Source: an optimization exercise on an open RTL-to-GDS flow (aim: small area and a short achievable clock period). Production flows keep margins and buffers that such runs may drop.
RTL that was checked went through simulation tests only; none was proved equivalent to the original.
Only the layout flow was run in runs 5 to 8; the RTL was not checked for function there.
No activity file was given, so power comes from the tool's default toggle rates.

`flow/flow/run.sh`:
```
#!/bin/bash
# The standard layout (standard.sh: the standard ORFS synthesis through
# finish, unchanged) with two differences in how the layout is made:
#  - the buffers that global placement puts on every input and output port
#    are buf_2 cells instead of the default pick (clkdlybuf4s50_1, a slow
#    clock-delay cell);
#  - clock tree synthesis inserts no dummy loads.
set -euo pipefail
cd "$(dirname "$0")/.."
export BUFFER_PORTS_ARGS="-buffer_cell sky130_fd_sc_hd__buf_2"
export CTS_ARGS="-sink_clustering_enable -repair_clock_nets -dont_use_dummy_load -buf_list sky130_fd_sc_hd__clkbuf_8 -sink_clustering_size 16 -sink_clustering_max_diameter 80"
bash standard.sh > standard.log 2>&1
```
`flow/constraint.sdc`:
```
create_clock -name core_clock -period 7.0 [get_ports {clk}]
set_input_delay 1.4000 -clock core_clock [delete_from_list [all_inputs] [get_ports {clk}]]
set_output_delay 1.4000 -clock core_clock [all_outputs]
set_load 0.01 [all_outputs]
```
`flow/design.v`:
```
module FPadd (
    input         ADD_SUB,
    input  [31:0] FP_A,
    input  [31:0] FP_B,
    input         clk,
    output reg [31:0] FP_Z
);
    integer i, l;
    wire [7:0]  eA = FP_A[30:23], eB = FP_B[30:23];
    wire        zA = ~|eA, zB = ~|eB;
    wire        ffA = &eA, ffB = &eB;
    wire        lowA = ~|eA[7:1], lowB = ~|eB[7:1];
    wire        dneg = (eA < eB) & ~lowB;
    wire        deq  = (eA == eB) | (lowA & lowB);
    wire [7:0]  dAB = eA - eB;
    wire [7:0]  dBA = eB - eA;
    wire        c   = zA ^ zB;
    wire [2:0]  hA = eA[7:5], hB = eB[7:5];
    wire        geAB = (eA[4:0] >= eB[4:0]), geBA = (eB[4:0] >= eA[4:0]);
    wire        eqL  = (eA[4:0] == eB[4:0]);
    wire        h2AB = ({1'b0, hA} >= {1'b0, hB} + 4'd2), h2BA = ({1'b0, hB} >= {1'b0, hA} + 4'd2);
    wire        h1AB = ({1'b0, hA} == {1'b0, hB} + 4'd1), h1BA = ({1'b0, hB} == {1'b0, hA} + 4'd1);
    wire        zAB  = h2AB | (h1AB & geAB & ~(c & eqL));
    wire        zBA  = h2BA | (h1BA & geBA & ~(c & eqL));
    wire [23:0] mA = {~zA, FP_A[22:0]}, mB = {~zB, FP_B[22:0]};
    reg  [23:0] lt, eqv;
    always @* begin
        lt  = ~mA & mB;
        eqv = ~(mA ^ mB);
        for (l = 0; (1 << l) < 24; l = l + 1)
            for (i = 0; i < 24; i = i + 1)
                if (((i >> l) & 1) == 1) begin
                    lt[i]  = lt[i] | (eqv[i] & lt[((i >> l) << l) - 1]);
                    eqv[i] = eqv[i] & eqv[((i >> l) << l) - 1];
                end
    end
    wire        swp = dneg | (deq & lt[23]);
    wire        xB  = FP_B[31] ^ ~ADD_SUB;
    reg  [23:0] ma1, mb1;
    reg         sa1, sub1, c1, swp1, zab1, zba1, nan1;
    reg  [4:0]  dab1, dba1;
    reg  [7:0]  e1;
    always @(posedge clk) begin
        ma1   <= mA;
        mb1   <= mB;
        sa1   <= FP_A[31];
        sub1  <= FP_A[31] ^ xB;
        c1    <= c;
        swp1  <= swp;
        dab1  <= dAB[4:0];
        dba1  <= dBA[4:0];
        zab1  <= zAB;
        zba1  <= zBA;
        e1    <= (eA < eB) ? eB : eA;
        nan1  <= (ffA & |FP_A[22:0]) | (ffB & |FP_B[22:0]) | (ffA & ffB & ~ADD_SUB);
    end
    wire [23:0] L0  = swp1 ? mb1 : ma1;
    wire [23:0] S0  = swp1 ? (ma1 ^ {24{sub1}}) : (mb1 ^ {24{sub1}});
    wire [4:0]  sh  = (swp1 ? dba1 : dab1) - {4'd0, c1};
    wire        shz = swp1 ? zba1 : zab1;
    wire [57:0] sw  = {{31{sub1}}, S0, {3{sub1}}} >> sh;
    wire [26:0] sal = shz ? {27{sub1}} : sw[26:0];
    reg  [23:0] l2;
    reg  [26:0] s2al;
    reg  [7:0]  e2;
    reg         sl2, sub2, nan2;
    always @(posedge clk) begin
        l2    <= L0;
        s2al  <= sal;
        e2    <= e1;
        sl2   <= sa1 ^ (swp1 & sub1);
        sub2  <= sub1;
        nan2  <= nan1;
    end
    wire [27:0] xo = {1'b0, l2, 3'b000};
    wire [27:0] yo = {sub2, s2al};
    reg  [27:0] g, p;
    always @* begin
        g = xo & yo;
        p = xo ^ yo;
        g[0] = g[0] | (p[0] & sub2);
        for (l = 0; (1 << l) < 28; l = l + 1)
            for (i = 0; i < 28; i = i + 1)
                if (((i >> l) & 1) == 1) begin
                    g[i] = g[i] | (p[i] & g[((i >> l) << l) - 1]);
                    p[i] = p[i] & p[((i >> l) << l) - 1];
                end
    end
    wire [27:0] M = (xo ^ yo) ^ {g[26:0], sub2};
    reg  [27:0] m3;
    reg  [7:0]  e3;
    reg         sl3, sub3, nan3;
    always @(posedge clk) begin
        m3   <= {M[27:1], 1'b0};
        e3   <= e2;
        sl3  <= sl2;
        sub3 <= sub2;
        nan3 <= nan2;
    end
    wire [31:0] w = {1'b0, m3[26:0], 1'b1, 3'b000};
    reg  [15:0] v1;  reg [15:0] c1l;
    reg  [7:0]  v2;  reg [15:0] c2l;
    reg  [3:0]  v3;  reg [11:0] c3l;
    reg  [1:0]  v4;  reg [7:0]  c4l;
    reg  [4:0]  cnt1;
    always @* begin
        for (i = 0; i < 16; i = i + 1) begin
            v1[i]  = w[2*i+1] | w[2*i];
            c1l[i] = ~w[2*i+1];
        end
        for (i = 0; i < 8; i = i + 1) begin
            v2[i] = v1[2*i+1] | v1[2*i];
            c2l[2*i+:2] = v1[2*i+1] ? {1'b0, c1l[2*i+1]} : {1'b1, c1l[2*i]};
        end
        for (i = 0; i < 4; i = i + 1) begin
            v3[i] = v2[2*i+1] | v2[2*i];
            c3l[3*i+:3] = v2[2*i+1] ? {1'b0, c2l[2*(2*i+1)+:2]} : {1'b1, c2l[2*(2*i)+:2]};
        end
        for (i = 0; i < 2; i = i + 1) begin
            v4[i] = v3[2*i+1] | v3[2*i];
            c4l[4*i+:4] = v3[2*i+1] ? {1'b0, c3l[3*(2*i+1)+:3]} : {1'b1, c3l[3*(2*i)+:3]};
        end
        cnt1 = v4[1] ? {1'b0, c4l[7:4]} : {1'b1, c4l[3:0]};
    end
    reg  [26:0] msk;
    always @* begin
        for (i = 0; i <= 26; i = i + 1)
            msk[i] = ({1'b0, e3} >= 9'd26 - i);
    end
    wire        zero = ~|m3;
    wire        top  = m3[27] | m3[26];
    wire        isDN = ~top & (e3 == 8'd1);
    wire        keep = top | (e3 == 8'd0) | isDN;
    wire        dnrm = ~|(m3[26:0] & msk);
    reg  [27:0] m4;
    reg  [4:0]  k4;
    reg  [7:0]  e4;
    reg         ez4, s4, nan4, inf4;
    always @(posedge clk) begin
        m4    <= m3;
        k4    <= m3[27] ? 5'd0 : keep ? 5'd1 : dnrm ? e3[4:0] : cnt1;
        e4    <= e3 + 8'd1;
        ez4   <= isDN | (~keep & dnrm) | zero;
        s4    <= sl3 & ~(sub3 & zero);
        nan4  <= nan3;
        inf4  <= (e3 == 8'hFF);   
    end
    wire [28:0] ml = {m4, 1'b0} << k4;
    wire [7:0]  en = ez4 ? 8'd0 : (e4 - {3'b000, k4});
    reg  [24:0] sig5;
    reg  [7:0]  e5;
    reg         s5, nan5, inf5;
    always @(posedge clk) begin
        sig5  <= ml[28:4];
        e5    <= en;
        s5    <= s4;
        nan5  <= nan4;
        inf5  <= inf4;
    end
    reg  [24:0] a;
    always @* begin
        a = sig5;
        for (l = 0; (1 << l) < 25; l = l + 1)
            for (i = 0; i < 25; i = i + 1)
                if (((i >> l) & 1) == 1)
                    a[i] = a[i] & a[((i >> l) << l) - 1];
    end
    wire [22:0] frac = sig5[23:1] ^ a[22:0];
    wire        rc   = a[24];
    wire [7:0]  ez   = rc ? (e5 + 8'd1) : e5;
    wire        infz = inf5 | (ez == 8'hFF);
    always @(posedge clk) begin
        if (nan5)
            FP_Z <= {s5, 8'hFF, 23'h400000};
        else if (infz)
            FP_Z <= {s5, 8'hFF, 23'h000000};
        else
            FP_Z <= {s5, ez, frac};
    end
endmodule
```
`flow/standard.sh`:
```
#!/bin/bash
# synth_recipe.tcl (not shown) runs the flow's synth.tcl, then flattens the netlist and writes it again
# the make line also repeats each setting of config.mk as NAME=value (left out here)
make -C /OpenROAD-flow-scripts/flow DESIGN_CONFIG=/design/flow/config.mk WORK_HOME=/design/flow/orfs CLKGATE_MAP_FILE= SYNTH_SCRIPT=/design/flow/synth_recipe.tcl "${@:-finish}"
```
`flow/config.mk`:
```
export PLATFORM = sky130hd
export DESIGN_NAME = FPadd
export DESIGN_NICKNAME = FPadd
export VERILOG_FILES = /design/flow/design.v
export SDC_FILE = /design/flow/constraint.sdc
export NUM_CORES = 4
export LEC_CHECK = 0
export CAP_MARGIN = 20
export CORE_MARGIN = 2
export CORE_UTILIZATION = 40
export CTS_BUF_LIST = sky130_fd_sc_hd__clkbuf_8
export SETUP_SLACK_MARGIN = 4.2
export SLEW_MARGIN = 20
```
==> metrics.md, run 1 <==
| Metric | Value |
|---|---|
| Top achievable clock speed | `373 MHz` |
| CP dominant cell by count | `a21o_1` |
| Diode count | `0` |
| Gp weighted congestion | `0.908` |
| Initial antenna violation count | `0` |
| Gr usage total | `0.174` |
| Sequential element share of the synthesized area | `0.411` |
| Height of the die | `190 um` |
| Crit path from | `FP_A[23]` |
| Total iterations of the first detailed-routing run | `5` |
| Yosys cell types | `68` |
| Critical Path Sink Type | `register` |
| Synth Area in Compound Gates | `0.115` |
| Crit-path max cell delay | `0.37 ns` |
| Worst hold path class | `register to register` |
| Post-DP HPWL | `24300 um` |
| FF-to-FF Start | `swp1` |
| Core outline area | `34300 sq um` |
| Max cap viols | `0` |
| Predominant post-synthesis flop cell | `dfxtp_1` |
| Largest net degree at the start of global routing | `33` |
| Pins Over Slew Limit | `0` |
| Num CTS Buffers | `22` |
| Synth Area in XOR/XNOR | `0.0646` |
| Crit path max fanout | `9` |
| Row cnt | `68` |
| Final Non-Filler Cells | `1933` |
| Vias in the first global route | `9902` |
| First-pass GRT wire length | `50700 um` |
| WL met2 | `15200 um` |
| CP Data Required Time | `7.50 ns` |
| CTS sink cnt | `284` |
| Post-layout instance area | `15400 sq um` |
| P_int | `3.58 mW` |
| Placed insts | `1900` |
| Commonest non-fill, non-tap cell in the layout | `dfxtp_1` |
| Share of layout cells above drive strength 1 | `0.177` |
| Critical path arrival | `3.18 ns` |
| Clk_skew | `0.0694 ns` |
| Worst vdd ir | `0.158 mV` |
| Synthesized area | `13800 sq um` |
| Total Power Consumption | `5.81 mW` |
| Cells after Synth | `1399` |
| YS warnings | `1` |
| Die area | `36100 sq um` |
| Vias post-DR | `10079` |
| Critical path's slowest cell | `fa_2` |
| Final Setup Violations | `0` |
| Fin util | `0.450` |
| Synth async-reset ratio | `0` |
| Setup_tns | `0 ns` |
| Synth Register Bits | `284` |
| Area Growth Syn to Fin | `11.7%` |
| Clock power share | `0.131` |
| Synthesized Nets | `1563` |
| Most frequent cells in the layout | `dfxtp_1 (280), nor2_1 (116), buf_2 (97), nand2_1 (93), ha_1 (89)` |
| CTS Root Buffer Type | `clkbuf_8` |
| Final Hold Vio Count | `0` |
| WS Path Type | `primary input to register` |
| DRT met1 WL | `13900 um` |
| Clock slew at the register clock pins of the worst setup and hold paths | `0.09 ns` |
| Overflow after GRT | `0` |
| Hold_ws | `0.330 ns` |
| Final Net Count | `1644` |
| Adder-Cell Fraction of Synth Area | `0.0927` |
| EDFF count, synth | `0` |
| Initial Utilization | `0.403` |
| Skew-Pair Late Insertion Delay | `0.56 ns` |
| NetSw | `2.23 mW` |
| Post-route DRC | `0` |
| Post-DRT Antenna Nets | `0` |
| H-tree Lvls | `1` |
| Final routed wire length divided by cell count | `16.3 um` |
| Die W | `190 um` |
| Simple-gate area share of the yosys netlist | `0.133` |
| IO Pins | `98` |
| Place WS | `3.47 ns` |
| Rel. slew slack | `0.550` |
| Via density | `5.21` |
| Seq pwr share | `0.437` |
| CTS Hold Bufs | `0` |
| RSZ-0062 raised after global routing | `no` |
| Switching Share | `0.384` |
| Status | `finished clean` |
| Placed Area | `14700 sq um` |
| Leak pwr | `6.67 nW` |
| Critical Path Start Type | `primary input` |
| Combinational group share of total power | `0.431` |
| Measured slew at the worst slew-check pin | `0.675 ns` |
| CTS tree | `built` |
| Crit-path cells | `buf_2, inv_2, ha_4, fa_2, nor2b_1, o21ai_1, nand2b_1, a21o_1, a21o_1, a21o_1, a21o_4, mux2i_1` |
| DR top layer | `met4` |
| Post-synthesis mux area share | `0.142` |
| Clock tree buffer depth | `3` |
| Setup WS post-layout | `4.32 ns` |
| Crit share post-route | `0.383` |
| Hold path start | `s5` |
| Drt initial violations | `421` |
| Post-Route WL | `31500 um` |
| Largest family of logic cells by synthesized area | `multiplexers` |
| Metal3 WL | `1300 um` |
| PwrDens | `376 nW/um^2` |
| Syn avg cell area | `9.88 sq um` |
| I/O Buffers | `97` |
| Minimum clock period | `2.68 ns` |
[area by class of cell]
cell class / count / area (sq um)
Tap cell: 455 / 569
Timing Repair Buffer: 116 / 716
Inverter: 84 / 329
Fill cell: 3304 / 18800
Multi-Input combinational cell: 972 / 7830
Clock buffer: 22 / 303
Sequential cell: 284 / 5690
[state kept, by name (all words and copies together) (netlist names), 24 cells and up]
| register | flops |
|---|---|
| l2 | 24 |
| FP_Z | 32 |
| sig5 | 25 |
| s2al | 27 |
| m4 | 27 |
| ma1 | 24 |
| mb1 | 24 |
| m3 | 27 |
[routing by layer]
| layer | GRT usage | up-vias |
|---|---|---|
| met2 | 0.309 | 254 |
| li1 | - | 5077 |
| met4 | 0.0590 | 0 |
| met5 | 0 | - |
| met3 | 0.0227 | 66 |
| met1 | 0.216 | 4682 |
[power by group through the flow]
stage	Clock [mW]	Sequential (mW)	Combinational (mW)
detailed placement	0	2.57	2.41
finish	0.763	2.54	2.51
CTS	0.798	2.54	2.47
global placement	0	2.56	2.39
global route	0.861	2.61	2.80
floorplan	0	2.47	1.80
[critical path: cells and delay by family]
kind / cells / cell delay [ns]
AO/OA/AOI/OAI: 5 / 0.63
adder cells (fa/ha/maj): 2 / 0.53
buffers and inverters: 2 / 0.17
multiplexers: 1 / 0.21
AND/OR/NAND/NOR: 2 / 0.24
[kinds of logic after synthesis]
kind of cell / count (synthesis)
flops: 284
buf+inv: 144
fa+ha+maj: 99
mux: 150
xor+xnor: 102
compound gates: 241
simple gates: 379
[final timing paths]
path / slack [ns] / cells past startpoint / to
max: 4.32 / 12 / e1[4]
min: 0.33 / 0 / FP_Z[31]
max reg2reg: 4.38 / 10 / s2al[0]
min reg2reg: 0.33 / 0 / FP_Z[31]
[cells in the mapped netlist (6+ instances only)]
master,count,share of area
nand2b_1,14,0.0063
a21oi_1,66,0.024
o221ai_1,7,0.0044
nor4_1,17,0.0077
a21o_1,23,0.012
inv_1,82,0.022
mux2i_1,82,0.059
nor3_1,25,0.0091
xor2_1,34,0.022
xnor2_1,68,0.043
ha_1,92,0.083
buf_1,13,0.0035
o31ai_1,7,0.0038
nor2_1,118,0.032
nand2_1,93,0.025
a211oi_1,16,0.0087
mux2_2,34,0.028
nand4_1,18,0.0081
buf_2,9,0.0033
fa_1,6,0.0087
nor2b_1,15,0.0068
mux4_2,34,0.055
dfxtp_1,284,0.41
o22ai_1,8,0.0036
and2_1,13,0.0059
o21bai_1,9,0.0049
o211ai_1,8,0.0043
a31oi_1,7,0.0032
and3_1,10,0.0045
clkbuf_1,36,0.0098
nand3_1,31,0.011
o21ai_0,48,0.017
[what timing repair did]
| action | in CTS | in global routing |
|---|---|---|
| resized for setup | 27 | 32 |
| setup endpoints to repair | 81 | 61 |
| cloned | 1 | 2 |
| pin swaps | 4 | 10 |
| setup buffers | 2 | 6 |
==> inputs of run 2 (changes only) <==
--- a/flow/config.mk
+++ b/flow/config.mk
@@ -11,3 +11,3 @@
 export CTS_BUF_LIST = sky130_fd_sc_hd__clkbuf_8
-export SETUP_SLACK_MARGIN = 4.2
+export SETUP_SLACK_MARGIN = 4.4
 export SLEW_MARGIN = 20
==> metrics.md, run 2 <==
| Metric | Value |
|---|---|
| Largest register FFs | `32` |
| Crit share post-route | `0.374` |
| Top cell type's share of synthesized area | `0.411` |
| Die area | `36100 sq um` |
| Gr usage total | `0.176` |
| Setup_tns | `0 ns` |
| Fin util | `0.466` |
| CTS Hold Bufs | `0` |
| Most frequent cell after synthesis | `dfxtp_1` |
| Final Hold Vio Count | `0` |
| Synthesized Nets | `1563` |
| Rel. slew slack | `0.453` |
| CTS tree | `built` |
| Overflow after GRT | `0` |
| Total iterations of the first detailed-routing run | `5` |
| CTS sink cnt | `284` |
| Initial antenna violation count | `1` |
| Clk_skew | `0.0868 ns` |
| Largest reg by FF count | `FP_Z` |
| Commonest non-fill, non-tap cell in the layout | `dfxtp_1` |
| Synth cell count leaders | `dfxtp_1 (284), nor2_1 (118), nand2_1 (93), ha_1 (92)` |
| YS warnings | `1` |
| Critical R2R Capture | `k4[3]` |
| Vias post-DR | `10184` |
| RSZ-0062 raised after global routing | `yes` |
| Share of layout cells above drive strength 1 | `0.217` |
| Post-Route WL | `32500 um` |
| PwrDens | `370 nW/um^2` |
| Status | `finished clean` |
| Worst hold path class | `register to register` |
| Diode count | `0` |
| FF-to-FF Start | `e3[6]` |
| Core outline area | `34300 sq um` |
| Final routed wire length divided by cell count | `16.6 um` |
| Area Growth Syn to Fin | `15.7%` |
| Largest net degree at the start of global routing | `32` |
| Synthesized area | `13800 sq um` |
| Vias in the first global route | `9998` |
| Area leader, netlist | `dfxtp_1` |
| Synth async-reset ratio | `0` |
| Clock slew at the register clock pins of the worst setup and hold paths | `0.10 ns` |
| Reg2reg setup slack | `4.47 ns` |
| Predominant post-synthesis flop cell | `dfxtp_1` |
| Via density | `5.20` |
| Post-DP HPWL | `24200 um` |
| Hold path start | `e2[1]` |
| Leak pwr | `6.86 nW` |
| Die W | `190 um` |
| I/O Buffers | `97` |
| Skew-Pair Late Insertion Delay | `0.57 ns` |
| Post-DRT Antenna Nets | `0` |
| Cells after Synth | `1399` |
| Most frequent cells in the layout | `dfxtp_1 (274), nor2_1 (116), buf_2 (93), nand2_1 (92), ha_1 (80)` |
| H-tree Lvls | `1` |
| Initial Utilization | `0.403` |
| Max cap viols | `0` |
| Worst hold stages | `0` |
| Synth Register Bits | `284` |
| Gp weighted congestion | `0.922` |
| EDFF count, synth | `0` |
| Num CTS Buffers | `22` |
| Final Setup Violations | `0` |
| CP Data Required Time | `7.45 ns` |
| Multi-input gate area | `8060 sq um` |
| Critical Path Start Type | `primary input` |
| Pins Over Slew Limit | `0` |
| IO Pins | `98` |
| CTS Root Buffer Type | `clkbuf_8` |
| WS Path Type | `primary input to register` |
| Reg2Reg Depth | `8` |
| Worst vdd ir | `0.154 mV` |
| Top achievable clock speed | `381 MHz` |
| FILL cells | `3236` |
| Final Net Count | `1671` |
| Measured slew at the worst slew-check pin | `0.817 ns` |
| Critical Path Sink Type | `register` |
| Syn avg cell area | `9.88 sq um` |
| Row cnt | `68` |
| Crit path max fanout | `3` |
| Yosys cell types | `68` |
| Minimum clock period | `2.62 ns` |
| Sequential element share of the synthesized area | `0.411` |
| Hold Path End | `e3[1]` |
| Height of the die | `190 um` |
| Critical path arrival | `3.07 ns` |
| First-pass GRT wire length | `51400 um` |
| Drt initial violations | `502` |
| Register area | `5710 sq um` |
| Synth area leaders | `dfxtp_1 (41%), ha_1 (8.3%), mux2i_1 (5.9%)` |
| Clock tree buffer depth | `3` |
| Post-route DRC | `0` |
## run 2: worst max-delay path by stage
| stage | end | start | slack, ns |
|---|---|---|---|
| after floorplan | e1[1] | FP_B[25] | 3.96 |
| after global placement | e1[0] | FP_A[23] | 3.56 |
| after detailed placement | e1[2] | FP_A[23] | 3.50 |
| after CTS | FP_Z[12] | sig5[0] | 4.30 |
| after global routing | e1[7] | FP_A[23] | 4.29 |
| final | swp1 | FP_B[5] | 4.38 |
## run 2: cells by family (layout without fill, tap and decap cells)
logic type,count (synthesis),in the layout,share of synthesized area
AND/OR/NAND/NOR,379,381,0.133
AO/OA/AOI/OAI,241,242,0.115
adder cells (fa/ha/maj),99,99,0.0927
buffers and inverters,144,247,0.0407
flip-flops,284,284,0.411
multiplexers,150,150,0.142
XOR/XNOR,102,102,0.0646
## run 2: stage by stage
stage          total power [mW]  std cells  instance area (sq um)  setup WS, ns  hold WS (ns)
5_1_grt                    6.36       1960                  16000          4.29         0.335
6_report                   5.92       1960                  16000          4.38         0.330
3_5_place_dp               4.98       1900                  14700          3.50         0.312
3_3_place_gp               4.96       1900                  14700          3.56         0.313
2_1_floorplan              4.28       1399                  13900          3.96         0.310
4_1_cts                    5.88       1936                  15500          4.30         0.331
## run 2: worst max-delay path, stage by stage
cell	delay [ns]
buf_2	0.13
ha_4	0.26
a2111oi_4	0.35
nand2_1	0.11
o221ai_2	0.25
a31oi_2	0.15
o311ai_1	0.29
o211ai_1	0.12
## run 2: power by group
group / leakage [nW] / switching (mW) / internal [mW]
Clock: 0.158 / 0.493 / 0.282
Combinational: 4.31 / 1.38 / 1.22
Sequential: 2.39 / 0.403 / 2.14
Total: 6.86 / 2.27 / 3.64
## run 2: cell type report
class	count	area share
well taps	455	0.0356
repair buffers	141	0.0625
clock buffers	22	0.0189
flip-flops and latches	284	0.357
inverters	84	0.0217
multi-input cells	974	0.504
## run 2: repair_timing
action                     in CTS  in global routing
setup buffers                  10                 21
gates cloned                    4                  3
pin swaps                      14                 45
resized for setup              54                 69
setup endpoints to repair      93                 72
## run 2: per-layer routing
metal / global-route usage / vias to the layer above / wire length [um]
met4: 0.0584 / 0 / 952
met5: 0 / - / 0
li1: - / 5140 / -
met3: 0.0221 / 65 / 1130
met1: 0.218 / 4756 / 14300
met2: 0.314 / 223 / 16100
==> inputs of run 3 (changes only) <==
--- a/flow/config.mk
+++ b/flow/config.mk
@@ -11,3 +11,3 @@
 export CTS_BUF_LIST = sky130_fd_sc_hd__clkbuf_8
-export SETUP_SLACK_MARGIN = 4.4
+export SETUP_SLACK_MARGIN = 4.3
 export SLEW_MARGIN = 20
==> metrics.md, run 3 <==
| Metric | Value |
|---|---|
| CP Data Required Time | `7.46 ns` |
| Hold_ws | `0.332 ns` |
| Most frequent cell after synthesis | `dfxtp_1` |
| Commonest non-fill, non-tap cell in the layout | `dfxtp_1` |
| Share of layout cells above drive strength 1 | `0.191` |
| I/O Buffers | `97` |
| Height of the die | `190 um` |
| Gr usage total | `0.173` |
| Clock tree buffer depth | `3` |
| CTS tree | `built` |
| Synth Area in XOR/XNOR | `0.0646` |
| Crit path max fanout | `4` |
| Measured slew at the worst slew-check pin | `0.671 ns` |
| Fin util | `0.456` |
| Crit-path cells | `buf_6, inv_4, ha_4, fa_2, nor2b_1, o21ai_1, nand2b_1, a21o_1, a21o_1, a21o_1, a21o_2, mux2i_1` |
| EDFF count, synth | `0` |
| Minimum clock period | `2.64 ns` |
| Post-DRT Antenna Nets | `0` |
| PwrDens | `375 nW/um^2` |
| Largest net degree at the start of global routing | `32` |
| Simple-gate area share of the yosys netlist | `0.133` |
| Core outline area | `34300 sq um` |
| Yosys cell types | `68` |
| CTS Root Buffer Type | `clkbuf_8` |
| Synth async-reset ratio | `0` |
| Overflow after GRT | `0` |
| Drt initial violations | `581` |
| Rel. slew slack | `0.552` |
| FILL cells | `3274` |
| Largest reg by FF count | `FP_Z` |
| Synthesized Nets | `1563` |
| Vias in the first global route | `9841` |
| Top achievable clock speed | `379 MHz` |
| Via density | `5.22` |
| Crit-path max cell delay | `0.28 ns` |
| Cells after Synth | `1399` |
| Worst hold path class | `register to register` |
| YS warnings | `1` |
| Synthesized area | `13800 sq um` |
| Post-route DRC | `0` |
| Synth Register Bits | `284` |
| RSZ-0062 raised after global routing | `yes` |
| Critical path arrival | `3.09 ns` |
| Vias post-DR | `10128` |
| Syn avg cell area | `9.88 sq um` |
| Post-Route WL | `31700 um` |
| CP dominant cell by count | `a21o_1` |
| Leak pwr | `6.72 nW` |
| Predominant post-synthesis flop cell | `dfxtp_1` |
| Largest register FFs | `32` |
| Post-synthesis mux area share | `0.142` |
| Adder-Cell Fraction of Synth Area | `0.0927` |
| Gp weighted congestion | `0.917` |
| Status | `finished clean` |
| Critical path's slowest cell | `a21o_2` |
| Diode count | `0` |
| Synth Area in Compound Gates | `0.115` |
| Post-DP HPWL | `24400 um` |
| Max cap viols | `0` |
| Clock slew at the register clock pins of the worst setup and hold paths | `0.09 ns` |
| Sequential element share of the synthesized area | `0.411` |
| Synth cell count leaders | `dfxtp_1 (284), nor2_1 (118), nand2_1 (93), ha_1 (92)` |
| Row cnt | `68` |
| Synth area leaders | `dfxtp_1 (41%), ha_1 (8.3%), mux2i_1 (5.9%)` |
| WS Path Type | `primary input to register` |
| Final routed wire length divided by cell count | `16.3 um` |
| Clk_skew | `0.0925 ns` |
| Final Hold Vio Count | `0` |
| Initial antenna violation count | `0` |
| Critical Path Sink Type | `register` |
| Area leader, netlist | `dfxtp_1` |
| Largest family of logic cells by synthesized area | `multiplexers` |
| Crit share post-route | `0.377` |
| Initial Utilization | `0.403` |
| Num CTS Buffers | `22` |
| Total iterations of the first detailed-routing run | `5` |
| Pins Over Slew Limit | `0` |
| Die area | `36100 sq um` |
| IO Pins | `98` |
| Skew-Pair Late Insertion Delay | `0.57 ns` |
| Final Setup Violations | `0` |
| CTS sink cnt | `284` |
| First-pass GRT wire length | `50700 um` |
| Setup_tns | `0 ns` |
| Area Growth Syn to Fin | `13.0%` |
| Final Net Count | `1653` |
| Die W | `190 um` |
| Most frequent cells in the layout | `dfxtp_1 (280), nor2_1 (115), buf_2 (95), nand2_1 (93), ha_1 (83)` |
| Worst vdd ir | `0.150 mV` |
| Top cell type's share of synthesized area | `0.411` |
| Critical Path Start Type | `primary input` |
| H-tree Lvls | `1` |
[run 3: cell counts after synthesis]
Identical to the previous run, type by type.
[run 3: critical path, delay by kind of cell]
| kind | cells | cell delay [ns] |
|---|---|---|
| adder cells (fa/ha/maj) | 2 | 0.34 |
| AO/OA/AOI/OAI | 5 | 0.91 |
| multiplexers | 1 | 0.13 |
| AND/OR/NAND/NOR | 2 | 0.14 |
| buffers and inverters | 2 | 0.16 |
[run 3: logic make-up after synthesis]
group / count (synthesis)
multiplexers: 150
flip-flops: 284
XOR/XNOR: 102
adder cells (fa/ha/maj): 99
buffers and inverters: 144
AO/OA/AOI/OAI: 241
AND/OR/NAND/NOR: 379
[run 3: final cells by class]
class | count | area, sq um | area share
clock buffer | 22 | 303 | 0.0194
inverter | 84 | 332 | 0.0212
multi-input combinational | 972 | 7910 | 0.506
sequential | 284 | 5700 | 0.365
tap | 455 | 569 | 0.0364
timing repair buffer | 125 | 810 | 0.0518
[run 3: path summary, 6_finish.rpt]
path	cells after the start	from	end	slack, ns
setup reg to reg	10	swp1	s2al[8]	4.38
hold reg to reg	0	e1[4]	e2[4]	0.33
hold / removal	0	e1[4]	e2[4]	0.33
setup / recovery	12	FP_A[23]	e1[6]	4.36
[run 3: metrics by stage]
stage	power, mW	area (sq um)	setup WS, ns	cells
CTS	5.84	15300	4.30	1928
floorplan	4.28	13900	3.96	1399
global placement	4.95	14700	3.57	1900
detailed placement	4.99	14700	3.51	1900
global route	6.31	15600	4.30	1942
finish	5.86	15600	4.36	1942
[run 3: power breakdown]
| group | internal, mW | switching [mW] | total (mW) |
|---|---|---|---|
| sequential | 2.14 | 0.397 | 2.54 |
| clock | 0.282 | 0.488 | 0.770 |
| combinational | 1.18 | 1.36 | 2.55 |
[run 3: layer usage]
| layer | global-route usage | part of all wire |
|---|---|---|
| met1 | 0.216 | 0.44 |
| met2 | 0.307 | 0.49 |
| met3 | 0.0229 | 0.040 |
| met4 | 0.0587 | 0.029 |
| met5 | 0 | 0 |
[run 3: repair_timing]
item | CTS | global route
cloned | 2 | 2
pin swaps | 5 | 23
setup endpoints to repair | 85 | 66
gates resized for setup | 40 | 37
hold buffers | 0 | 0
setup buffers | 4 | 12
==> inputs of run 4 (changes only) <==
--- a/flow/config.mk
+++ b/flow/config.mk
@@ -9,3 +9,3 @@
 export CORE_MARGIN = 2
-export CORE_UTILIZATION = 40
+export CORE_UTILIZATION = 55
 export CTS_BUF_LIST = sky130_fd_sc_hd__clkbuf_8
==> metrics.md, run 4 <==
| Metric | Value |
|---|---|
| CP Data Required Time | `7.43 ns` |
| IO Pins | `98` |
| Crit-path max cell delay | `0.27 ns` |
| Critical path's slowest cell | `a21o_4` |
| Cells after Synth | `1399` |
| Critical Path Sink Type | `register` |
| Final Setup Violations | `0` |
| Share of layout cells above drive strength 1 | `0.197` |
| Synth Area in XOR/XNOR | `0.0646` |
| Initial Utilization | `0.555` |
| Total Power Consumption | `5.91 mW` |
| Clock slew at the register clock pins of the worst setup and hold paths | `0.10 ns` |
| Max cap viols | `0` |
| Vias post-DR | `10234` |
| Largest net degree at the start of global routing | `33` |
| Final routed wire length divided by cell count | `18.0 um` |
| Critical path arrival | `3.09 ns` |
| Total iterations of the first detailed-routing run | `5` |
| Yosys cell types | `68` |
| Via density | `5.63` |
| Synth cell count leaders | `dfxtp_1 (284), nor2_1 (118), nand2_1 (93), ha_1 (92)` |
| H-tree Lvls | `1` |
| Height of the die | `163 um` |
| Area Growth Syn to Fin | `12.4%` |
| YS warnings | `1` |
| Pins Over Slew Limit | `0` |
| Drt initial violations | `589` |
| Diode count | `0` |
| Leak pwr | `6.73 nW` |
| CTS Root Buffer Type | `clkbuf_8` |
| Gp weighted congestion | `0.895` |
| Predominant post-synthesis flop cell | `dfxtp_1` |
| Worst vdd ir | `0.218 mV` |
| CTS sink cnt | `284` |
| Final Hold Vio Count | `0` |
| Post-Route WL | `32800 um` |
| Post-synthesis mux area share | `0.142` |
| RSZ-0062 raised after global routing | `yes` |
| Post-DRT Antenna Nets | `0` |
| Critical Path Start Type | `primary input` |
| Post-DP HPWL | `25000 um` |
| Synth Register Bits | `284` |
| CTS tree | `built` |
| Largest family of logic cells by synthesized area | `multiplexers` |
| Vias in the first global route | `9881` |
| Die area | `26400 sq um` |
| Skew-Pair Late Insertion Delay | `0.55 ns` |
| Measured slew at the worst slew-check pin | `0.741 ns` |
| Sequential element share of the synthesized area | `0.411` |
| Die W | `163 um` |
| Largest register FFs | `32` |
| Area leader, netlist | `dfxtp_1` |
| Initial antenna violation count | `0` |
| Clk_skew | `0.0382 ns` |
| Synth Area in Compound Gates | `0.115` |
| Commonest non-fill, non-tap cell in the layout | `dfxtp_1` |
| Post-route DRC | `0` |
| Gr usage total | `0.245` |
| CTS Hold Bufs | `0` |
| Setup_tns | `0 ns` |
| Most frequent cells in the layout | `dfxtp_1 (277), nor2_1 (116), nand2_1 (93), buf_2 (93)` |
| Multi-input gate area | `7960 sq um` |
| WS Path Type | `primary input to register` |
| CP bufs+invs | `2` |
| FILL cells | `2153` |
| Crit share post-route | `0.381` |
| Crit path max fanout | `5` |
| Minimum clock period | `2.67 ns` |
| Register area | `5700 sq um` |
| Syn avg cell area | `9.88 sq um` |
| Most frequent cell after synthesis | `dfxtp_1` |
| EDFF count, synth | `0` |
| Delay-heaviest family, CP | `compound AO/OA/AOI/OAI gates` |
| Top achievable clock speed | `375 MHz` |
| CP dominant cell by count | `a21o_1` |
| Overflow after GRT | `0` |
| Adder-Cell Fraction of Synth Area | `0.0927` |
| Crit-path cells | `buf_8, inv_6, ha_4, fa_2, nor2b_2, o21ai_2, nand2b_1, a21o_1, a21o_1, a21o_1, a21o_4, mux2i_1` |
| PwrDens | `380 nW/um^2` |
| Fin util | `0.624` |
| Synth async-reset ratio | `0` |
| Largest reg by FF count | `FP_Z` |
| Synth area leaders | `dfxtp_1 (41%), ha_1 (8.3%), mux2i_1 (5.9%)` |
| Synthesized area | `13800 sq um` |
| Clock tree buffer depth | `3` |
| Worst hold path class | `register to register` |
| First-pass GRT wire length | `51800 um` |
| Status | `finished clean` |
| Final Net Count | `1653` |
| Simple-gate area share of the yosys netlist | `0.133` |
| Num CTS Buffers | `21` |
| I/O Buffers | `97` |
| Rel. slew slack | `0.505` |
| Core outline area | `24900 sq um` |
| Synthesized Nets | `1563` |
| Row cnt | `58` |
| Top cell type's share of synthesized area | `0.411` |
run 4: cell counts after synthesis:
Identical to the previous run, type by type.
run 4: worst paths after layout:
| kind | startpoint | cells past startpoint | slack (ns) | to |
|---|---|---|---|---|
| max | FP_A[23] | 12 | 4.33 | e1[7] |
| max reg2reg | e3[7] | 8 | 4.42 | k4[4] |
| min | e1[7] | 0 | 0.32 | e2[7] |
| min reg2reg | e1[7] | 0 | 0.32 | e2[7] |
run 4: area by class of cell:
type / count / area share
multi-input combinational: 972 / 0.512
sequential: 284 / 0.367
tap: 330 / 0.0266
clock buffer: 21 / 0.0186
inverter: 84 / 0.0219
timing repair buffer: 126 / 0.0536
run 4: what timing repair did:
| item | CTS | global route |
|---|---|---|
| gates resized for setup | 32 | 69 |
| pin swaps | 5 | 30 |
| endpoints found under the hold margin | 0 | 0 |
| cloned | 2 | 2 |
| setup buffers | 3 | 13 |
| endpoints found under the setup margin | 86 | 76 |
run 4: kinds of logic (layout without fill, tap and decap cells):
| kind of cell | after synthesis | count (layout) |
|---|---|---|
| xor+xnor | 102 | 102 |
| fa+ha+maj | 99 | 99 |
| buf+inv | 144 | 231 |
| compound gates | 241 | 242 |
| flops | 284 | 284 |
| simple gates | 379 | 379 |
| mux | 150 | 150 |
run 4: per-stage QoR:
stage / setup WS [ns] / area, sq um / hold slack [ns] / cells
after floorplan: 3.96 / 13900 / 0.310 / 1399
after detailed placement: 3.54 / 14600 / 0.312 / 1776
after global placement: 3.58 / 14600 / 0.311 / 1776
final: 4.33 / 15500 / 0.322 / 1817
after global routing: 4.24 / 15500 / 0.327 / 1817
after CTS: 4.29 / 15100 / 0.324 / 1802
run 4: worst reg2reg max path, delay by kind of cell, from the launching register on:
family	cells	cell delay, ns
and+or+nand+nor	5	1.34
AOI/OAI and AO/OA	2	0.56
DFF	1	0.34
muxes	1	0.22
run 4: power breakdown:
group	switching [mW]	internal, mW
Clock	0.481	0.270
Sequential	0.406	2.14
Combinational	1.42	1.19
run 4: per-layer routing:
layer  vias up  track usage  wire (um)
met5         -            0          0
met4         0       0.0632        725
met3        52       0.0262       1360
met2       253        0.449      16700
met1      4830        0.307      14000
li1       5099            -          -
==> inputs of run 5 (changes only) <==
--- a/flow/design.v
+++ b/flow/design.v
@@ -12,3 +12,14 @@
     wire        lowA = ~|eA[7:1], lowB = ~|eB[7:1];
-    wire        dneg = (eA < eB) & ~lowB;
+    reg  [7:0]  elt, eeq;
+    always @* begin
+        elt = ~eA & eB;
+        eeq = ~(eA ^ eB);
+        for (l = 0; (1 << l) < 8; l = l + 1)
+            for (i = 0; i < 8; i = i + 1)
+                if (((i >> l) & 1) == 1) begin
+                    elt[i] = elt[i] | (eeq[i] & elt[((i >> l) << l) - 1]);
+                    eeq[i] = eeq[i] & eeq[((i >> l) << l) - 1];
+                end
+    end
+    wire        dneg = elt[7] & ~lowB;
     wire        deq  = (eA == eB) | (lowA & lowB);
@@ -53,3 +64,3 @@
         zba1  <= zBA;
-        e1    <= (eA < eB) ? eB : eA;
+        e1    <= elt[7] ? eB : eA;
         nan1  <= (ffA & |FP_A[22:0]) | (ffB & |FP_B[22:0]) | (ffA & ffB & ~ADD_SUB);
--- a/flow/config.mk
+++ b/flow/config.mk
@@ -9,3 +9,3 @@
 export CORE_MARGIN = 2
-export CORE_UTILIZATION = 55
+export CORE_UTILIZATION = 40
 export CTS_BUF_LIST = sky130_fd_sc_hd__clkbuf_8
==> metrics.md, run 5 <==
| Metric | Value |
|---|---|
| Status | `finished clean` |
| Area Growth Syn to Fin | `11.1%` |
| Post-Route WL | `32600 um` |
| WS Path Type | `primary input to register` |
| FILL cells | `3423` |
| Diode count | `0` |
| Critical Path Sink Type | `register` |
| Commonest non-fill, non-tap cell in the layout | `dfxtp_1` |
| Crit share post-route | `0.385` |
| Final Hold Vio Count | `0` |
| Predominant post-synthesis flop cell | `dfxtp_1` |
| Synth async-reset ratio | `0` |
| Die W | `191 um` |
| CTS tree | `built` |
| Sequential element share of the synthesized area | `0.405` |
| IO Pins | `98` |
| Row cnt | `68` |
| Final Setup Violations | `0` |
| Post-DRT Antenna Nets | `0` |
| Largest reg by FF count | `FP_Z` |
| Final Net Count | `1720` |
| Most frequent cells in the layout | `dfxtp_1 (278), nor2_1 (127), nand2_1 (126), buf_2 (96), ha_1 (90)` |
| Cells after Synth | `1462` |
| Minimum clock period | `2.70 ns` |
| CP Data Required Time | `7.46 ns` |
| Height of the die | `191 um` |
| Leak pwr | `6.69 nW` |
| Measured slew at the worst slew-check pin | `0.646 ns` |
| Synth Register Bits | `284` |
| Rel. slew slack | `0.565` |
| Gp weighted congestion | `0.913` |
| Drt initial violations | `468` |
| Initial Utilization | `0.406` |
| Synthesized area | `14000 sq um` |
| Gr usage total | `0.179` |
| Die area | `36600 sq um` |
| RSZ-0062 raised after global routing | `yes` |
| Vias post-DR | `10380` |
| EDFF count, synth | `0` |
| Max cap viols | `0` |
| Post-route DRC | `0` |
| Overflow after GRT | `0` |
| Crit path max fanout | `5` |
| H-tree Lvls | `1` |
| First-pass GRT wire length | `53000 um` |
| Top achievable clock speed | `371 MHz` |
| Pins Over Slew Limit | `0` |
| Critical Path Start Type | `primary input` |
| Final routed wire length divided by cell count | `16.2 um` |
| CTS Root Buffer Type | `clkbuf_8` |
| Clk_skew | `0.0744 ns` |
| Clock slew at the register clock pins of the worst setup and hold paths | `0.10 ns` |
| Yosys cell types | `75` |
| PwrDens | `380 nW/um^2` |
| YS warnings | `1` |
| Skew-Pair Late Insertion Delay | `0.56 ns` |
| Critical path arrival | `3.16 ns` |
| Worst hold path class | `register to register` |
| Total Power Consumption | `5.92 mW` |
| Total iterations of the first detailed-routing run | `4` |
| Most frequent cell after synthesis | `dfxtp_1` |
| Hold_ws | `0.325 ns` |
| Post-DP HPWL | `25100 um` |
| Num CTS Buffers | `23` |
| Vias in the first global route | `10229` |
| Share of layout cells above drive strength 1 | `0.173` |
| Area leader, netlist | `dfxtp_1` |
| Syn avg cell area | `9.60 sq um` |
| Core outline area | `34500 sq um` |
| Initial antenna violation count | `0` |
| Clock tree buffer depth | `3` |
| Worst vdd ir | `0.204 mV` |
| Largest register FFs | `32` |
| Top cell type's share of synthesized area | `0.405` |
| Synth area leaders | `dfxtp_1 (41%), ha_1 (8.3%), mux2i_1 (5.3%)` |
| CTS sink cnt | `284` |
| Synthesized Nets | `1627` |
| Via density | `5.17` |
| Setup_tns | `0 ns` |
| Synth cell count leaders | `dfxtp_1 (284), nor2_1 (127), nand2_1 (126), ha_1 (93), inv_1 (80)` |
| I/O Buffers | `97` |
| Largest net degree at the start of global routing | `44` |
[run 5: changes by cell type in the layout (fill, tap and decap cells not counted), sizes merged, moves of 6 or more]
cell	previous run	this run
nand2	93	126
mux2i	82	75
a21oi	66	74
o21ai	51	75
nand3	31	25
xor2	34	41
nor2	118	137
[run 5: power breakdown]
part           internal, mW  switching, mW  leakage (nW)  total, mW
Sequential             2.15          0.429          2.39       2.58
Combinational          1.17           1.38          4.13       2.56
Clock                 0.294          0.488         0.165      0.782
[run 5: worst paths after layout]
path | slack (ns) | to | start | depth (start not counted)
max | 4.30 | swp1 | FP_A[24] | 11
min | 0.33 | e3[1] | e2[1] | 0
max reg2reg | 4.38 | s2al[6] | swp1 | 9
min reg2reg | 0.33 | e3[1] | e2[1] | 0
[run 5: layout make-up]
| class | instances | area, sq um | share of cell area |
|---|---|---|---|
| multi-input cells | 1036 | 7890 | 0.506 |
| clock buffers | 23 | 317 | 0.0203 |
| repair buffers | 127 | 787 | 0.0505 |
| well taps | 455 | 569 | 0.0365 |
| inverters | 83 | 327 | 0.0210 |
| flip-flops and latches | 284 | 5700 | 0.366 |
[run 5: cell families (layout without fill, tap and decap cells)]
family | Yosys count | in the layout | share of synthesized area
muxes | 136 | 136 | 0.127
AOI/OAI and AO/OA | 268 | 270 | 0.121
xor gates and xnor gates | 105 | 105 | 0.0655
DFF | 284 | 284 | 0.405
and+or+nand+nor | 426 | 426 | 0.148
adders and majority gates | 99 | 99 | 0.0915
buffers and inverters | 144 | 233 | 0.0423
[run 5: layer usage]
| layer | routed length [um] | share of wire | track usage | up-vias |
|---|---|---|---|---|
| li1 | - | - | - | 5288 |
| met4 | 1250 | 0.038 | 0.0642 | 0 |
| met3 | 1070 | 0.033 | 0.0178 | 73 |
| met5 | 0 | 0 | 0 | - |
| met1 | 14400 | 0.44 | 0.222 | 4767 |
| met2 | 15900 | 0.49 | 0.321 | 252 |
[run 5: critical path: stages]
cell        delay (ns)
clkbuf_4          0.15
clkinvlp_4        0.13
ha_4              0.25
a21o_1            0.15
a21o_1            0.16
a21oi_2           0.13
o21ai_1           0.08
a21o_1            0.20
a21o_4            0.26
a211oi_2          0.17
a21oi_1           0.08
[run 5: metrics by stage]
step,utilization,cell area [sq um],setup WS [ns],std cells
after floorplan,-,14100,4.01,1462
after global placement,0.432,14900,3.59,1965
after detailed placement,0.432,14900,3.54,1965
after CTS,0.446,15400,4.30,1995
after global routing,0.451,15600,4.23,2008
final,0.451,15600,4.30,2008
[run 5: repair_timing]
| action | CTS | global route |
|---|---|---|
| hold buffers | 0 | 0 |
| setup buffers | 5 | 11 |
| pin swaps | 3 | 8 |
| gates cloned | 2 | 2 |
| endpoints found under the hold margin | 0 | 0 |
| resized for setup | 18 | 21 |
| setup endpoints to repair | 77 | 68 |
==> inputs of run 6 (changes only) <==
--- a/flow/design.v
+++ b/flow/design.v
@@ -50,4 +50,4 @@
     reg  [23:0] ma1, mb1;
-    reg         sa1, sub1, c1, swp1, zab1, zba1, nan1;
-    reg  [4:0]  dab1, dba1;
+    reg         sa1, sub1, c1, swp1, shz1, nan1;
+    reg  [4:0]  sh1;
     reg  [7:0]  e1;
@@ -58,8 +58,6 @@
         sub1  <= FP_A[31] ^ xB;
-        c1    <= c;
+        c1    <= c & ~deq;
         swp1  <= swp;
-        dab1  <= dAB[4:0];
-        dba1  <= dBA[4:0];
-        zab1  <= zAB;
-        zba1  <= zBA;
+        sh1   <= deq ? 5'd0 : (elt[7] ? dBA[4:0] : dAB[4:0]);
+        shz1  <= ~deq & (elt[7] ? zBA : zAB);
         e1    <= elt[7] ? eB : eA;
@@ -69,4 +67,4 @@
     wire [23:0] S0  = swp1 ? (ma1 ^ {24{sub1}}) : (mb1 ^ {24{sub1}});
-    wire [4:0]  sh  = (swp1 ? dba1 : dab1) - {4'd0, c1};
-    wire        shz = swp1 ? zba1 : zab1;
+    wire [4:0]  sh  = sh1 - {4'd0, c1};
+    wire        shz = shz1;
     wire [57:0] sw  = {{31{sub1}}, S0, {3{sub1}}} >> sh;
==> metrics.md, run 6 <==
| Metric | Value |
|---|---|
| CP bufs+invs | `3` |
| Vias post-DR | `10250` |
| IO Pins | `98` |
| Synth Area in Compound Gates | `0.118` |
| Setup_tns | `0 ns` |
| Critical Path Sink Type | `register` |
| CTS Root Buffer Type | `clkbuf_8` |
| Crit-path cells | `buf_12, clkinvlp_4, ha_4, a21o_1, a21o_1, a21o_1, a211oi_4, buf_4, o21ai_4, mux2i_1, o21a_1, nor3_1` |
| H-tree Lvls | `1` |
| Die W | `189 um` |
| Hold_ws | `0.330 ns` |
| Row cnt | `67` |
| Placed Area | `14600 sq um` |
| CP dominant cell by count | `a21o_1` |
| Synthesized Nets | `1590` |
| Pins Over Slew Limit | `0` |
| Die area | `35600 sq um` |
| Height of the die | `189 um` |
| Clk_skew | `0.0308 ns` |
| Cells after Synth | `1425` |
| Total iterations of the first detailed-routing run | `5` |
| Clock tree buffer depth | `3` |
| Largest register FFs | `32` |
| Measured slew at the worst slew-check pin | `0.791 ns` |
| Synth cell count leaders | `dfxtp_1 (279), nand2_1 (119), nor2_1 (111), ha_1 (93), inv_1 (85)` |
| Status | `finished clean` |
| Largest family of logic cells by synthesized area | `simple AND/OR/NAND/NOR gates` |
| Largest reg by FF count | `FP_Z` |
| Rel. slew slack | `0.472` |
| Predominant post-synthesis flop cell | `dfxtp_1` |
| Post-DP HPWL | `24200 um` |
| Most used routing layer | `met2` |
| Via density | `5.23` |
| Adder-Cell Fraction of Synth Area | `0.0948` |
| Area leader, netlist | `dfxtp_1` |
| Final Setup Violations | `0` |
| Initial antenna violation count | `1` |
| Core outline area | `33500 sq um` |
| GR Util met1 | `0.226` |
| Gr usage total | `0.178` |
| Worst vdd ir | `0.178 mV` |
| Placed insts | `1919` |
| Post-synthesis mux area share | `0.130` |
| Sequential element share of the synthesized area | `0.409` |
| Final routed wire length divided by cell count | `16.1 um` |
| Synth Register Bits | `279` |
| Gp weighted congestion | `0.904` |
| CTS sink cnt | `279` |
| CP Data Required Time | `7.48 ns` |
| Largest net degree at the start of global routing | `51` |
| First-pass GRT wire length | `51800 um` |
| Initial Utilization | `0.407` |
| Clock slew at the register clock pins of the worst setup and hold paths | `0.09 ns` |
| Critical Path Start Type | `primary input` |
| Vias in the first global route | `10210` |
| Area Growth Syn to Fin | `11.9%` |
| Top achievable clock speed | `364 MHz` |
| Synth area leaders | `dfxtp_1 (41%), ha_1 (8.5%), mux4_2 (5.8%)` |
| Total Power Consumption | `5.64 mW` |
| Syn avg cell area | `9.58 sq um` |
| Synth async-reset ratio | `0` |
| Minimum clock period | `2.75 ns` |
| YS warnings | `1` |
| Commonest non-fill, non-tap cell in the layout | `dfxtp_1` |
| Num CTS Buffers | `21` |
| Post-layout instance area | `15300 sq um` |
| Met3 Resource Use GR | `0.0190` |
| Post-route DRC | `0` |
| Synthesized area | `13700 sq um` |
| Top cell type's share of synthesized area | `0.409` |
| Share of layout cells above drive strength 1 | `0.172` |
| Final Net Count | `1677` |
| Worst hold path class | `register to register` |
| Post-DRT Antenna Nets | `0` |
| Skew-Pair Late Insertion Delay | `0.55 ns` |
| Synth Area in XOR/XNOR | `0.0622` |
| M2 GR Usage | `0.316` |
| EDFF count, synth | `0` |
| Final Hold Vio Count | `0` |
| Simple-gate area share of the yosys netlist | `0.143` |
| Final Non-Filler Cells | `1958` |
| WS Path Type | `primary input to register` |
| Overflow after GRT | `0` |
| Most frequent cell after synthesis | `dfxtp_1` |
| Crit-path max cell delay | `0.23 ns` |
| Critical path's slowest cell | `ha_4` |
| Crit path max fanout | `5` |
| RSZ-0062 raised after global routing | `yes` |
| I/O Buffers | `97` |
| CTS tree | `built` |
| Post-Route WL | `31400 um` |
| Delay-heaviest family, CP | `compound AO/OA/AOI/OAI gates` |
| Yosys cell types | `69` |
| Critical path arrival | `3.23 ns` |
| CTS Hold Bufs | `0` |
| Leak pwr | `6.54 nW` |
| Drt initial violations | `576` |
| Crit share post-route | `0.393` |
| Diode count | `0` |
| Max cap viols | `0` |
| PwrDens | `370 nW/um^2` |
| Most frequent cells in the layout | `dfxtp_1 (274), nand2_1 (119), nor2_1 (110), buf_2 (95), ha_1 (87)` |
==> run 6: cell families (layout without fill, tap and decap cells) <==
group | Yosys count | in the layout
buffers and inverters | 145 | 228
adder cells (fa/ha/maj) | 100 | 100
AO/OA/AOI/OAI | 266 | 268
AND/OR/NAND/NOR | 408 | 408
XOR/XNOR | 97 | 97
multiplexers | 130 | 130
flip-flops | 279 | 279
==> run 6: where the power goes <==
part | total, mW | switching (mW) | internal [mW]
registers | 2.51 | 0.401 | 2.11
clock network | 0.750 | 0.480 | 0.270
logic | 2.39 | 1.31 | 1.08
==> run 6: layout make-up <==
cell class,count,area (sq um)
flip-flops and latches,279,5590
multi-input cells,1003,7800
fillers,3310,18300
repair buffers,120,692
clock buffers,21,289
inverters,87,334
well taps,448,561
==> run 6: per-layer routing <==
layer | part of all wire | wire (um)
met1 | 0.45 | 14200
met2 | 0.48 | 15200
met3 | 0.038 | 1190
met4 | 0.029 | 918
met5 | 0 | 0
==> run 6: worst paths after layout <==
check                           slack (ns)       end      from  cells past startpoint
worst max-delay path                  4.25    sh1[4]  FP_A[24]                     12
worst min register to register        0.33      nan4      nan3                      0
worst min-delay path                  0.33      nan4      nan3                      0
worst max register to register        4.47  FP_Z[29]   sig5[0]                     10
==> run 6: metrics by stage <==
stage,utilization,setup WS [ns]
4_1_cts,0.450,4.25
3_3_place_gp,0.434,3.12
3_5_place_dp,0.435,3.09
6_report,0.455,4.25
2_1_floorplan,-,3.92
5_1_grt,0.455,4.15
==> run 6: repair_timing <==
action | 4_1_cts | 5_1_grt
pin swaps | 9 | 13
buffers inserted | 8 | 8
gates resized for setup | 32 | 24
endpoints found under the setup margin | 77 | 70
gates cloned | 2 | 0
==> run 6: worst register-to-register path, cell delays in order (launching register included) <==
cell	delay, ns
dfxtp_1	0.33
ha_1	0.17
and3_2	0.22
nand3_2	0.15
nor4_4	0.32
nand2_2	0.13
o311a_1	0.35
o2111a_2	0.31
nor3_4	0.21
buf_4	0.18
nand3_1	0.07
==> inputs of run 7 (changes only) <==
--- a/flow/config.mk
+++ b/flow/config.mk
@@ -9,3 +9,3 @@
 export CORE_MARGIN = 2
-export CORE_UTILIZATION = 40
+export CORE_UTILIZATION = 55
 export CTS_BUF_LIST = sky130_fd_sc_hd__clkbuf_8
==> metrics.md, run 7 <==
| Metric | Value |
|---|---|
| Status | `finished clean` |
| Gp weighted congestion | `0.921` |
| Synthesized area | `13700 sq um` |
| Setup_tns | `0 ns` |
| Synth cell count leaders | `dfxtp_1 (279), nand2_1 (119), nor2_1 (111), ha_1 (93), inv_1 (85)` |
| Multi-input gate area | `7760 sq um` |
| Final Net Count | `1678` |
| I/O Buffers | `97` |
| Initial antenna violation count | `0` |
| Worst hold path class | `register to register` |
| Largest net degree at the start of global routing | `51` |
| Fin util | `0.621` |
| Final Hold Vio Count | `0` |
| Skew-Pair Late Insertion Delay | `0.54 ns` |
| PwrDens | `377 nW/um^2` |
| Post-layout instance area | `15100 sq um` |
| Register area | `5590 sq um` |
| Predominant post-synthesis flop cell | `dfxtp_1` |
| Placed Area | `14400 sq um` |
| Area leader, netlist | `dfxtp_1` |
| Synth Register Bits | `279` |
| Final Setup Violations | `0` |
| Largest reg by FF count | `FP_Z` |
| Post-DRT Antenna Nets | `0` |
| Crit-path cells | `buf_12, clkinvlp_4, ha_4, a21o_1, a21o_1, a21o_1, a211oi_4, o21ai_4, buf_6, mux2_4, nor2_1` |
| Core outline area | `24300 sq um` |
| Num CTS Buffers | `21` |
| Critical path arrival | `3.23 ns` |
| Setup WS post-layout | `4.25 ns` |
| Reg2Reg Depth | `10` |
| Post-Route WL | `32200 um` |
| Sequential element share of the synthesized area | `0.409` |
| Worst hold stages | `0` |
| Total Power Consumption | `5.70 mW` |
| CP dominant cell by count | `a21o_1` |
| RSZ-0062 raised after global routing | `yes` |
| CTS tree | `built` |
| Hold_ws | `0.326 ns` |
| Pins Over Slew Limit | `0` |
| Clk_skew | `0.0348 ns` |
| Row cnt | `57` |
| Overflow after GRT | `0` |
| Critical Path Sink Type | `register` |
| Synthesized Nets | `1590` |
| FILL cells | `2134` |
| Commonest non-fill, non-tap cell in the layout | `dfxtp_1` |
| Max cap viols | `0` |
| Most frequent cells in the layout | `dfxtp_1 (274), nand2_1 (119), nor2_1 (110), buf_2 (95), ha_1 (88)` |
| Gr usage total | `0.247` |
| Die W | `162 um` |
| Clock tree buffer depth | `3` |
| Minimum clock period | `2.75 ns` |
| Drt initial violations | `676` |
| Leak pwr | `6.55 nW` |
| CP Data Required Time | `7.48 ns` |
| CTS Hold Bufs | `0` |
| Cells after Synth | `1425` |
| Critical Path Start Type | `primary input` |
| Rel. slew slack | `0.515` |
| Synth area leaders | `dfxtp_1 (41%), ha_1 (8.5%), mux4_2 (5.8%)` |
| Clock slew at the register clock pins of the worst setup and hold paths | `0.09 ns` |
| Die area | `26100 sq um` |
| Critical path's slowest cell | `a211oi_4` |
| YS warnings | `1` |
| Yosys cell types | `69` |
| Via density | `5.61` |
| EDFF count, synth | `0` |
| Vias in the first global route | `10196` |
| Top achievable clock speed | `363 MHz` |
| CTS sink cnt | `279` |
| WS Path Type | `primary input to register` |
| Post-route DRC | `0` |
| Reg2reg setup slack | `4.44 ns` |
| IO Pins | `98` |
| Placed insts | `1796` |
| Height of the die | `162 um` |
| Vias post-DR | `10298` |
| CP bufs+invs | `3` |
| Levels on crit path | `11` |
| Synth async-reset ratio | `0` |
| H-tree Lvls | `1` |
| Crit share post-route | `0.393` |
| CTS Root Buffer Type | `clkbuf_8` |
| Initial Utilization | `0.561` |
| Worst vdd ir | `0.174 mV` |
| Diode count | `0` |
| Final Non-Filler Cells | `1835` |
| Crit path max fanout | `7` |
| Crit-path max cell delay | `0.28 ns` |
| Total iterations of the first detailed-routing run | `4` |
| Post-DP HPWL | `25200 um` |
| Share of layout cells above drive strength 1 | `0.173` |
| Largest register FFs | `32` |
| Measured slew at the worst slew-check pin | `0.726 ns` |
| Final routed wire length divided by cell count | `17.5 um` |
| First-pass GRT wire length | `51800 um` |
| Area Growth Syn to Fin | `10.6%` |
| Most frequent cell after synthesis | `dfxtp_1` |
| Syn avg cell area | `9.58 sq um` |
| Top cell type's share of synthesized area | `0.409` |
| Place WS | `3.06 ns` |
| Delay-heaviest family, CP | `compound AO/OA/AOI/OAI gates` |
run 7: power by group:
group	total, mW	leakage, nW	switching, mW	internal [mW]
sequential	2.50	2.35	0.395	2.11
combinational	2.46	4.05	1.37	1.08
clock	0.737	0.151	0.467	0.269
total	5.70	6.55	2.24	3.46
run 7: final timing paths:
check,from,end
setup / recovery,FP_A[24],sh1[1]
setup reg to reg,e3[1],k4[0]
hold / removal,inf4,inf5
hold reg to reg,inf4,inf5
run 7: timing repair:
| item | 4_1_cts | 5_1_grt |
|---|---|---|
| endpoints found under the setup margin | 77 | 64 |
| endpoints found under the hold margin | 0 | 0 |
| buffers inserted | 10 | 7 |
| pin swaps | 15 | 13 |
| cloned | 1 | 0 |
| resized for setup | 33 | 21 |
run 7: cells by family (layout without fill, tap and decap cells):
group | Yosys count | in the layout | share of synthesized area
AO/OA/AOI/OAI | 266 | 267 | 0.118
XOR/XNOR | 97 | 97 | 0.0622
adder cells (fa/ha/maj) | 100 | 100 | 0.0948
buffers and inverters | 145 | 230 | 0.0419
flip-flops | 279 | 279 | 0.409
multiplexers | 130 | 130 | 0.130
AND/OR/NAND/NOR | 408 | 408 | 0.143
run 7: metal layers:
metal	wire, um	global-route usage	up-vias
met3	1340	0.0347	83
met2	15800	0.436	235
met1	13700	0.300	4806
li1	-	-	5174
met5	0	0	-
met4	1400	0.110	0
run 7: cell type report:
cell class,instances,share of cell area
Tap cell,324,0.0268
Clock buffer,21,0.0191
Multi-Input combinational cell,1002,0.514
Inverter,87,0.0221
Timing Repair Buffer,122,0.0476
Sequential cell,279,0.370
==> inputs of run 8 (changes only) <==
--- a/flow/design.v
+++ b/flow/design.v
@@ -30,7 +30,6 @@
     wire        geAB = (eA[4:0] >= eB[4:0]), geBA = (eB[4:0] >= eA[4:0]);
-    wire        eqL  = (eA[4:0] == eB[4:0]);
     wire        h2AB = ({1'b0, hA} >= {1'b0, hB} + 4'd2), h2BA = ({1'b0, hB} >= {1'b0, hA} + 4'd2);
     wire        h1AB = ({1'b0, hA} == {1'b0, hB} + 4'd1), h1BA = ({1'b0, hB} == {1'b0, hA} + 4'd1);
-    wire        zAB  = h2AB | (h1AB & geAB & ~(c & eqL));
-    wire        zBA  = h2BA | (h1BA & geBA & ~(c & eqL));
+    wire        zAB  = h2AB | (h1AB & geAB);
+    wire        zBA  = h2BA | (h1BA & geBA);
     wire [23:0] mA = {~zA, FP_A[22:0]}, mB = {~zB, FP_B[22:0]};
@@ -58,6 +57,6 @@
         sub1  <= FP_A[31] ^ xB;
-        c1    <= c & ~deq;
+        c1    <= c;
         swp1  <= swp;
-        sh1   <= deq ? 5'd0 : (elt[7] ? dBA[4:0] : dAB[4:0]);
-        shz1  <= ~deq & (elt[7] ? zBA : zAB);
+        sh1   <= elt[7] ? dBA[4:0] : dAB[4:0];
+        shz1  <= elt[7] ? zBA : zAB;
         e1    <= elt[7] ? eB : eA;
==> metrics.md, run 8 <==
| Metric | Value |
|---|---|
| Largest register FFs | `32` |
| Synth area leaders | `dfxtp_1 (41%), ha_1 (8.4%), mux2i_1 (6.0%)` |
| EDFF count, synth | `0` |
| Worst vdd ir | `0.207 mV` |
| Reg2reg setup slack | `4.37 ns` |
| Post-synthesis mux area share | `0.127` |
| Synth Area in XOR/XNOR | `0.0661` |
| Area Growth Syn to Fin | `12.0%` |
| Vias post-DR | `10588` |
| IO Pins | `98` |
| Hold Path End | `inf5` |
| Simple-gate area share of the yosys netlist | `0.149` |
| Most frequent cell after synthesis | `dfxtp_1` |
| Synth cell count leaders | `dfxtp_1 (279), nand2_1 (125), nor2_1 (112), ha_1 (93), mux2i_1 (83)` |
| Final Hold Vio Count | `0` |
| Crit-path cells | `buf_12, clkinvlp_4, ha_4, a21o_1, a21o_1, a21oi_2, o21ai_2, a221o_2, buf_4, buf_6, o21a_1` |
| PwrDens | `382 nW/um^2` |
| Synth async-reset ratio | `0` |
| RSZ-0062 raised after global routing | `yes` |
| Gp weighted congestion | `0.912` |
| FF-to-FF Start | `e3[7]` |
| Setup WS post-layout | `4.21 ns` |
| CP Data Required Time | `7.43 ns` |
| Fin util | `0.632` |
| Sequential element share of the synthesized area | `0.405` |
| Max cap viols | `0` |
| Top cell type's share of synthesized area | `0.405` |
| Delay-heaviest family, CP | `compound AO/OA/AOI/OAI gates` |
| Place WS | `3.17 ns` |
| Height of the die | `162 um` |
| H-tree Lvls | `1` |
| Status | `finished clean` |
| Yosys cell types | `72` |
| Area leader, netlist | `dfxtp_1` |
| Minimum clock period | `2.79 ns` |
| Top achievable clock speed | `359 MHz` |
| FILL cells | `2059` |
| Reg2Reg Depth | `8` |
| Most frequent cells in the layout | `dfxtp_1 (261), nand2_1 (122), nor2_1 (112), buf_2 (93), ha_1 (87)` |
| Total Power Consumption | `5.90 mW` |
| Crit path max fanout | `6` |
| Initial antenna violation count | `0` |
| Leak pwr | `6.82 nW` |
| Largest net degree at the start of global routing | `54` |
| Largest family of logic cells by synthesized area | `simple AND/OR/NAND/NOR gates` |
| Via density | `5.65` |
| Post-Route WL | `32800 um` |
| Core outline area | `24500 sq um` |
| CP dominant cell by count | `a21o_1` |
| Synthesized area | `13800 sq um` |
| Critical Path Sink Type | `register` |
| I/O Buffers | `97` |
| Post-DP HPWL | `25300 um` |
| Crit share post-route | `0.398` |
| Post-route DRC | `0` |
| CTS tree | `built` |
| Die area | `26400 sq um` |
| Hold path start | `inf4` |
| Commonest non-fill, non-tap cell in the layout | `dfxtp_1` |
| CTS Root Buffer Type | `clkbuf_8` |
| Worst hold path class | `register to register` |
| Share of layout cells above drive strength 1 | `0.195` |
| Clock slew at the register clock pins of the worst setup and hold paths | `0.10 ns` |
| Overflow after GRT | `0` |
| Vias in the first global route | `10099` |
| Critical Path Start Type | `primary input` |
| Cells after Synth | `1449` |
| Total iterations of the first detailed-routing run | `5` |
| Measured slew at the worst slew-check pin | `0.712 ns` |
| Pins Over Slew Limit | `0` |
| Row cnt | `57` |
| Num CTS Buffers | `21` |
| WS Path Type | `primary input to register` |
| Placed Area | `14600 sq um` |
| Critical path's slowest cell | `a221o_2` |
| Synth Area in Compound Gates | `0.120` |
| Gr usage total | `0.245` |
| Critical R2R Capture | `k4[0]` |
| Final routed wire length divided by cell count | `17.5 um` |
| Setup_tns | `0 ns` |
| Synth Register Bits | `279` |
| Syn avg cell area | `9.52 sq um` |
| Post-layout instance area | `15400 sq um` |
| First-pass GRT wire length | `51500 um` |
| Initial Utilization | `0.564` |
| CTS sink cnt | `279` |
| Skew-Pair Late Insertion Delay | `0.54 ns` |
| Adder-Cell Fraction of Synth Area | `0.0931` |
| Clock tree buffer depth | `3` |
| Largest reg by FF count | `FP_Z` |
| YS warnings | `1` |
| Worst hold stages | `0` |
| Rel. slew slack | `0.522` |
| Final Net Count | `1717` |
| Diode count | `0` |
| Final Setup Violations | `0` |
| Die W | `162 um` |
| CP bufs+invs | `4` |
| Critical path arrival | `3.22 ns` |
| Synthesized Nets | `1614` |
| Drt initial violations | `500` |
| Post-DRT Antenna Nets | `0` |
| Crit-path max cell delay | `0.41 ns` |
| Clk_skew | `0.0265 ns` |
| Predominant post-synthesis flop cell | `dfxtp_1` |
run 8: cell count changes in the layout (fill, tap and decap cells not counted), sizes merged, moves of 5 or more:
cell / change
mux2i: +19
xor2: -5
xnor2: +12
nand3: -7
buf: +13
o41ai: +5
nand2: +5
inv: -5
a221o: +6
mux4: -11
o21ai: -5
o211ai: +5
run 8: cell type report:
| type | count | area, sq um | area share |
|---|---|---|---|
| Sequential cell | 279 | 5620 | 0.364 |
| Tap cell | 324 | 405 | 0.0262 |
| Multi-Input combinational cell | 1032 | 7970 | 0.516 |
| Inverter | 82 | 317 | 0.0205 |
| Clock buffer | 21 | 289 | 0.0187 |
| Timing Repair Buffer | 136 | 853 | 0.0552 |
run 8: routing by layer:
| metal | track usage | part of all wire | vias up |
|---|---|---|---|
| met5 | 0 | 0 | - |
| met3 | 0.0222 | 0.033 | 82 |
| met4 | 0.113 | 0.043 | 0 |
| met1 | 0.289 | 0.41 | 4947 |
| met2 | 0.450 | 0.51 | 271 |
| li1 | - | - | 5288 |
run 8: per-stage QoR:
stage | hold WS, ns | std cells
after floorplan | 0.310 | 1449
after global placement | 0.310 | 1823
after detailed placement | 0.312 | 1823
after CTS | 0.328 | 1859
after global routing | 0.330 | 1874
final | 0.325 | 1874
run 8: worst max-delay path by stage:
stage | startpoint | to | slack [ns] | depth (start not counted)
floorplan | FP_A[24] | sh1[4] | 3.92 | 10
global route | FP_A[24] | sh1[4] | 4.14 | 11
finish | FP_A[24] | shz1 | 4.21 | 11
global placement | FP_A[24] | sh1[4] | 3.21 | 11
CTS | FP_A[24] | sh1[4] | 4.25 | 11
detailed placement | FP_A[24] | sh1[4] | 3.17 | 11
run 8: power breakdown:
| part | internal, mW | total, mW | switching [mW] |
|---|---|---|---|
| Combinational | 1.19 | 2.61 | 1.42 |
| Clock | 0.270 | 0.734 | 0.464 |
| Sequential | 2.12 | 2.55 | 0.429 |
| Total | 3.58 | 5.90 | 2.31 |
run 8: logic make-up after synthesis:
group,Yosys count
xor+xnor,104
mux,141
buf+inv,141
flops,279
fa+ha+maj,99
compound gates,264
simple gates,421
run 8: what timing repair did:
| action | CTS | global route |
|---|---|---|
| hold buffers | 0 | 0 |
| setup endpoints to repair | 73 | 71 |
| buffers inserted | 13 | 14 |
| pin swaps | 24 | 25 |
| gates resized for setup | 43 | 59 |
| endpoints found under the hold margin | 0 | 0 |
| cloned | 2 | 1 |

Setup slack of run 8, layout unchanged: 4.214 ns with ideal ports, 4.193 ns with driving cells assumed (clock clkbuf_16, inputs buf_2), 3.618 ns with port delays also shifted by the 0.575 ns mid clock arrival.
